From an optimization exercise on the open Yosys and OpenROAD flow, aimed at small area, a short achievable clock period and few clock cycles; shortcuts taken in it are not production practice. Function was checked by simulation only, so behaviour that the tests miss may differ from the original. Power figures rest on the tool's default switching activity, not on a simulated workload.

===== flow/design.v =====
`default_nettype none
module RiscvFemto (
    input var logic clk,
    input var logic rstn,
    input var logic [31:0] memIn,
    output var logic [31:0] memAddr,
    output var logic memRead,
    output var logic [3:0] memWstrb,
    output var logic [31:0] memWrite
);
logic [31:0] instr;
logic [31:0] pc;
logic signed [31:0] regFile [32];
logic signed [31:0] rs1;
logic signed [31:0] rs2;
wire isAluReg = (instr[6:0] == 7'b01_100_11);  
wire isAluImm = (instr[6:0] == 7'b00_100_11);  
wire isBranch = (instr[6:0] == 7'b11_000_11);  
wire isJalr   = (instr[6:0] == 7'b11_001_11);  
wire isJal    = (instr[6:0] == 7'b11_011_11);  
wire isAuiPc  = (instr[6:0] == 7'b00_101_11);  
wire isLui    = (instr[6:0] == 7'b01_101_11);  
wire isLoad   = (instr[6:0] == 7'b00_000_11);  
wire isStore  = (instr[6:0] == 7'b01_000_11);  
wire isSystem = (instr[6:0] == 7'b11_100_11);  
wire [4:0] rs1Id = instr[19:15];
wire [4:0] rs2Id = instr[24:20];
wire [4:0] rdId = instr[11:7];
wire [2:0] funct3 = instr[14:12];
wire [6:0] funct7 = instr[31:25];
wire signed [31:0] immU = signed'({instr[31], instr[30:12], 12'b0});
wire signed [31:0] immI = signed'({instr[31], instr[30:20]});
wire signed [31:0] immS = signed'({instr[31], instr[30:25], instr[11:7]});
wire signed [31:0] immB = signed'({instr[31], instr[7], instr[30:25], instr[11:8], 1'b0});
wire signed [31:0] immJ = signed'({instr[31], instr[19:12], instr[20], instr[30:21], 1'b0});
wire signed [31:0] aluIn1 = rs1;
wire signed [31:0] aluIn2 = (isAluReg | isBranch) ? rs2 : immI;
logic signed [31:0] aluOut;
wire aluSubtract = (isAluReg && funct7[5]) || isBranch
    || ((isAluReg || isAluImm) && (funct3[2:1] == 2'b01));
wire signed [32:0] aluAdder = aluSubtract ? (aluIn1-aluIn2) : (aluIn1+aluIn2);
wire aluEq = aluAdder[31:0] == 32'd0;
wire aluLtu = aluIn1[31] ^ aluIn2[31] ^ aluAdder[32];
wire aluLt = aluAdder[32];
logic takeBranch;
wire [4:0] shamt = aluIn2[4:0];
wire [31:0] flipAluIn1;
for (genvar i=0; i<32; i++) assign flipAluIn1[i] = aluIn1[31-i];
wire [31:0] shifterIn = (funct3 == 3'b001) ? flipAluIn1 : aluIn1;
wire [31:0] shifter = signed'({funct7[5]&aluIn1[31], shifterIn}) >>> shamt;
wire [31:0] leftShift;
for (genvar i=0; i<32; i++) assign leftShift[i] = shifter[31-i];
always_comb begin
    case (funct3)
        3'b000: aluOut = aluAdder;
        3'b001: aluOut = leftShift;
        3'b010: aluOut = {31'b0, aluLt};
        3'b011: aluOut = {31'b0, aluLtu};
        3'b100: aluOut = aluIn1 ^ aluIn2;
        3'b101: aluOut = shifter;
        3'b110: aluOut = aluIn1 | aluIn2;
        3'b111: aluOut = aluIn1 & aluIn2;
    endcase
end
always_comb begin
    case(funct3)
        3'b000: takeBranch = aluEq;
        3'b001: takeBranch = !aluEq;
        3'b100: takeBranch = aluLt;
        3'b101: takeBranch = !aluLt;
        3'b110: takeBranch = aluLtu;
        3'b111: takeBranch = !aluLtu;
        default: takeBranch = 1'b0;
    endcase
end
enum {
    ST_FETCH_INSTR,
    ST_WAIT_INSTR,
    ST_FETCH_REGS,
    ST_EXECUTE,
    ST_LOAD,
    ST_WAIT_DATA,
    ST_STORE
} state;
wire [31:0] loadstoreAddr = rs1 + (isStore ? immS : immI);
wire memByteAccess = funct3[1:0] == 2'b00;
wire memHalfwordAccess = funct3[1:0] == 2'b01;
wire [15:0] loadHalfword = loadstoreAddr[1] ? memIn[31:16] : memIn[15:0];
wire [7:0] loadByte = loadstoreAddr[0] ? loadHalfword[15:8] : loadHalfword[7:0];
wire loadSign = !funct3[2] & (memByteAccess ? loadByte[7] : loadHalfword[15]);
wire [31:0] loadData = memByteAccess ? {{24{loadSign}}, loadByte}
    : memHalfwordAccess ? {{16{loadSign}}, loadHalfword}
    : memIn;
assign memWrite[ 7: 0] = rs2[7:0];
assign memWrite[15: 8] = loadstoreAddr[0] ? rs2[7:0] : rs2[15: 8];
assign memWrite[23:16] = loadstoreAddr[1] ? rs2[7:0] : rs2[23:16];
assign memWrite[31:24] = loadstoreAddr[0] ? rs2[7:0]
    : loadstoreAddr[1] ? rs2[15:8] : rs2[31:24];
wire [3:0] storeMask = memByteAccess
    ? (loadstoreAddr[1]
        ? (loadstoreAddr[0] ? 4'b1000 : 4'b0100)
        : (loadstoreAddr[0] ? 4'b0010 : 4'b0001)
    )
    : memHalfwordAccess ? (loadstoreAddr[1] ? 4'b1100 : 4'b0011)
    : 4'b1111;
wire [31:0] pcPlus4 = pc + 4;
wire [31:0] pcPlusImm = pc + (instr[3] ? immJ : instr[4] ? immU : immB);
wire [31:0] nextPC = (isBranch && takeBranch || isJal) ? pcPlusImm
    : isJalr ? {aluAdder[31:1], 1'b0}
    : pcPlus4;
wire [31:0] writeBackData = (isJal || isJalr) ? pcPlus4
    : isLoad ? loadData
    : isLui ? immU
    : isAuiPc ? pcPlusImm
    : aluOut;
wire writeBackEn = (state == ST_EXECUTE && !isBranch && !isStore && !isLoad)
    || (state == ST_WAIT_DATA);
assign memAddr = (state == ST_FETCH_INSTR || state == ST_WAIT_INSTR) ? pc : loadstoreAddr;
assign memRead = state == ST_FETCH_INSTR || state == ST_LOAD;
assign memWstrb = (state == ST_STORE) ? storeMask : '0;
always @(posedge clk) begin
    if (writeBackEn && (rdId != 0)) regFile[rdId] <= writeBackData;
    case(state)
        ST_FETCH_INSTR: state <= ST_WAIT_INSTR;
        ST_WAIT_INSTR: begin
            instr <= memIn;
            state <= ST_FETCH_REGS;
        end
        ST_FETCH_REGS: begin
            rs1 <= (rs1Id == 5'd0) ? '0 : regFile[rs1Id];
            rs2 <= (rs2Id == 5'd0) ? '0 : regFile[rs2Id];
            state <= ST_EXECUTE;
        end
        ST_EXECUTE: begin
            if (!isSystem) pc <= nextPC;
            state <= isLoad ? ST_LOAD 
                : isStore ? ST_STORE
                : ST_FETCH_INSTR;
        end
        ST_LOAD: state <= ST_WAIT_DATA;
        ST_WAIT_DATA: state <= ST_FETCH_INSTR;
        ST_STORE: state <= ST_FETCH_INSTR;
    endcase
    if (!rstn) begin
        pc <= '0;
        state <= ST_FETCH_INSTR;
    end
end
endmodule
`default_nettype wire

===== flow/run.sh =====
#!/bin/bash
# synth_recipe.tcl (not shown) runs the flow's synth.tcl, then flattens the netlist and writes it again
# the make line also repeats each setting of config.mk as NAME=value (left out here)
make -C /OpenROAD-flow-scripts/flow DESIGN_CONFIG=/design/flow/config.mk WORK_HOME=/design/flow/orfs CLKGATE_MAP_FILE= SYNTH_SCRIPT=/design/flow/synth_recipe.tcl finish

===== flow/config.mk =====
export PLATFORM = sky130hd
export DESIGN_NAME = RiscvFemto
export DESIGN_NICKNAME = RiscvFemto
export VERILOG_FILES = /design/flow/design.v
export SDC_FILE = /design/flow/constraint.sdc
export NUM_CORES = 4
export LEC_CHECK = 0
export CAP_MARGIN = 20
export CORE_MARGIN = 2
export CORE_UTILIZATION = 40
export SLEW_MARGIN = 20

===== flow/constraint.sdc =====
create_clock -name core_clock -period 10.0 [get_ports {clk}]
set_input_delay 2.0000 -clock core_clock [delete_from_list [all_inputs] [get_ports {clk}]]
set_output_delay 2.0000 -clock core_clock [all_outputs]
set_load 0.01 [all_outputs]

==> results by group <==
Status
  • Outcome: timing/DRC/antenna clean

Setup path
  • Worst Path Required: roughly 8.0 ns
  • WP depth: 17
  • Reg2reg path depth: 23
  • CP cell instances: nor4_1 -> nand2_1 -> mux2_2 -> ha_1 -> a21o_1 -> a21oi_1 -> o21ai_0 -> o311ai_0 -> nand3_1 -> a31oi_1 -> a21oi_1 -> a21oi_1 -> or3_1 -> a31oi_1 -> xnor2_1 -> o21ai_0 -> clkdlybuf4s50_1
  • Most common cell on crit path: a21oi_1
  • Crit path buf inv count: 1
  • Crit Path Max Fanout: 21
  • Largest stage delay, worst path: between 0.7 and 0.8 ns
  • Cell family with most CP delay: compound AO/OA/AOI/OAI gates
  • Critical path arrival: 6.67 ns
  • Worst Setup Start Kind: register
  • Worst setup EP type: output pin
  • Setup CP Type: register to output pin
  • Critical-path top delay cell: o311ai_0

STA
  • Setup ws final: 1.33 ns
  • Min Tclk post-route: between 8 and 9 ns
  • Worst slew pin tran: roughly 1.3 ns
  • Final setup fails: 0
  • Hold Vio Cnt, Final: 0
  • Crit share post-route: 0.867
  • Rel. slew slack: 0.165
  • RSZ-0062 raised after global routing: false
  • Fin. max-slew vios: 0
  • Setup Skew: roughly 0.083 ns
  • Fmax: 0.115 GHz
  • Setup_tns: 0 ns

Die
  • Die H: around 410 µm
  • DIE AREA: roughly 170,000 µm²
  • Core Rows: 148
  • Die W: 410 µm
  • Top Ports: between 100 and 150
  • Starting Density: 0.404
  • Core box area: around 160,000 µm²

Cells and area
  • Layout cells sized above 1: 0.230
  • Syn-to-layout area delta: 12.3%
  • Final std cells w/o fill: approximately 7,000
  • Nets@finish: 4,890

Drt
  • Post-DRT Antenna Nets: 0
  • WL/cell: 35.2 µm
  • Drt first pass iters: 8
  • WL final: between 200 and 250 mm
  • Via count: 46,200
  • Via density per instance: 6.63
  • Starting DRC count in detailed routing: roughly 6,600
  • DRC viols: 0

Clock network
  • CTS tree: built
  • Post-CTS Resized: 0
  • Clock transition at the registers of the reported paths: roughly 0.070 ns
  • Hold buffer count at CTS: 0
  • Root Driver: clkbuf_16
  • TritonCTS sink count: about 1,200
  • Setup bufs post-CTS: 0
  • H-Tree Depth: 3
  • Clock Path Buffers: 3
  • CTS Buf Count: about 120
  • Clk latency of the worst-skew pair: 0.78 ns

Global route
  • Initial antenna violation count: 12
  • Gr ovfl total: 0
  • Largest net degree at the start of global routing: roughly 130
  • All-Layer GR Usage: 0.288
  • First-pass GRT wire length: roughly 340 mm
  • Vias in the first global route: approximately 45,000

Logic synthesis
  • Post-synth EDFFs: 1,120
  • Most common cell in the netlist: edfxtp_1
  • Syn_area_per_cell: roughly 14 µm²
  • Synth top area share: 0.510
  • Top cells by area, synth: edfxtp_1 51%, mux4_2 22%, ha_1 3.0%
  • Cell count after synthesis: 4,621
  • Async S/R FF share, synth: 0
  • Flops & latches, synth: about 1,200
  • Post-Syn Area: approximately 66,000 µm²
  • Ys Warns: 1
  • Commonest cells in the netlist: 1,120 x edfxtp_1, 643 x mux4_2, 287 x nand2_1, 284 x nor2_1, 266 x o21ai_0
  • Main synth FF type: edfxtp_1
  • Post-synthesis sequential area ratio: 0.520
  • Area leader, netlist: edfxtp_1
  • Cell variety after synth: 100

Placed design
  • Post-Place Cells: approximately 6,800
  • # port buffers: a little over 100
  • Post-DP HPWL: 158 mm
  • Pre-CTS WS: approximately 2.0 ns
  • Routability cong.: roughly 1.0

Power
  • Leakage: ~25 nW
  • PwrDens: about 160 nW/µm²
  • Pwr Total: roughly 12 mW
  • VDD IR max: approximately 140 µV

Run
  • Max_cap viols: 0

Hold path
  • Hold Path Cell Cnt: 2
  • Hold Crit Class: register to register
## tightest hold or removal path, stage by stage, from the launching register on
cell	delay, ns
dfxtp_1	0.38
nand3_1	0.10
o211ai_1	0.08
## final timing paths
check	start	end	slack [ns]
max	instr[4]$_DFFE_PP_	memAddr[31]	1.33
min	pc[24]$_SDFFE_PN0P_	pc[24]$_SDFFE_PN0P_	0.61
max reg2reg	instr[3]$_DFFE_PP_	pc[8]$_SDFFE_PN0P_	1.73
min reg2reg	pc[24]$_SDFFE_PN0P_	pc[24]$_SDFFE_PN0P_	0.61
## power by group
part	switching, mW	internal [mW]
sequential	0.0922	5.51
clock	1.92	2.49
combinational	1.31	0.752
total	3.31	8.76
## layer usage
layer	part of all wire	wire length (µm)	GRT usage
met5	0.00033	82	0
met4	0.051	12600	0.126
met3	0.10	24600	0.0613
met2	0.46	112000	0.444
met1	0.39	96200	0.394
## placed cells by master, fill, tap and decap left out, types with 16 or more instances in the layout
cell type / n
edfxtp_1: 1120
mux4_2: 643
nand2_1: 287
o21ai_0: 263
nor2_1: 253
a21oi_1: 241
inv_1: 158
ha_1: 157
buf_4: 149
mux2i_1: 127
clkbuf_16: 118
clkdlybuf4s50_1: 102
nand3_1: 101
xnor2_1: 94
nor3_1: 47
a21o_1: 42
xor2_1: 37
clkinv_1: 36
and3_1: 36
a31oi_1: 34
dfxtp_1: 34
a211oi_1: 32
conb_1: 32
nor2_4: 31
o211ai_1: 30
nand4_1: 29
nand2b_1: 27
and2_1: 25
o21a_1: 23
a221oi_1: 23
o22ai_1: 23
mux2_2: 22
nor4_1: 20
a211o_1: 19
clkbuf_1: 19
o311ai_0: 16
o221ai_1: 16
## metrics by stage
step / hold slack [ns] / instance area (µm²) / utilization
after floorplan: 0.496 / 66000 / -
after global placement: 0.575 / 70200 / 0.430
after detailed placement: 0.588 / 70200 / 0.430
after CTS: 0.604 / 74000 / 0.454
after global routing: 0.623 / 74000 / 0.454
final: 0.607 / 74000 / 0.454
## flip-flops by register name, indices dropped and copies added (netlist names)
name     cells
state        3
regFile   1024
pc          31
instr       32
rs2         32
rs1         32
## cell type report
| class | count | area, µm² |
|---|---|---|
| Clock inverter | 78 | 783 |
| Timing Repair Buffer | 257 | 2260 |
| Inverter | 164 | 616 |
| Fill cell | 14300 | 89100 |
| Sequential cell | 1154 | 34300 |
| Antenna cell | 1 | 2.50 |
| Clock buffer | 137 | 3020 |
| Multi-Input combinational cell | 3002 | 30300 |
| Tap cell | 2175 | 2720 |
## cells by family after synthesis
| family | Yosys count | synth area share |
|---|---|---|
| xor+xnor | 134 | 0.0182 |
| mux | 796 | 0.243 |
| compound gates | 936 | 0.0907 |
| buf+inv | 496 | 0.0293 |
| fa+ha+maj | 160 | 0.0307 |
| other cells | 1 | 0.0000569 |
| simple gates | 944 | 0.0671 |
| flops | 1154 | 0.520 |
Testbench counts, summed over its fixed seeds: cycles 364,425.

## what the ideal ports hide
The flow's constraints put no driver on any port. The routed layout listed below was extracted and timed again, unchanged, in two steps.
Step 1 sets driving cells, clkbuf_16 on the clock port and buf_2 on the other inputs (assumed; they add their load-dependent delay and slew).
Step 2 also shifts input and output timing later by t, the mid clock arrival at the registers, as if the neighbouring blocks saw the same clock.
Three values: ideal ports, drivers, drivers and shift; two values: the first two.
shift t [ns]: 0.817
setup WS [ns]: 1.328 / 1.254 / 1.729
worst data-port slew with drivers (ns): 0.04
cell pins on the clock port's net: 1
After both steps this run still meets setup and hold. For this run, drivers alone change the setup slack by -0.074 ns; drivers and shift together by +0.401 ns.
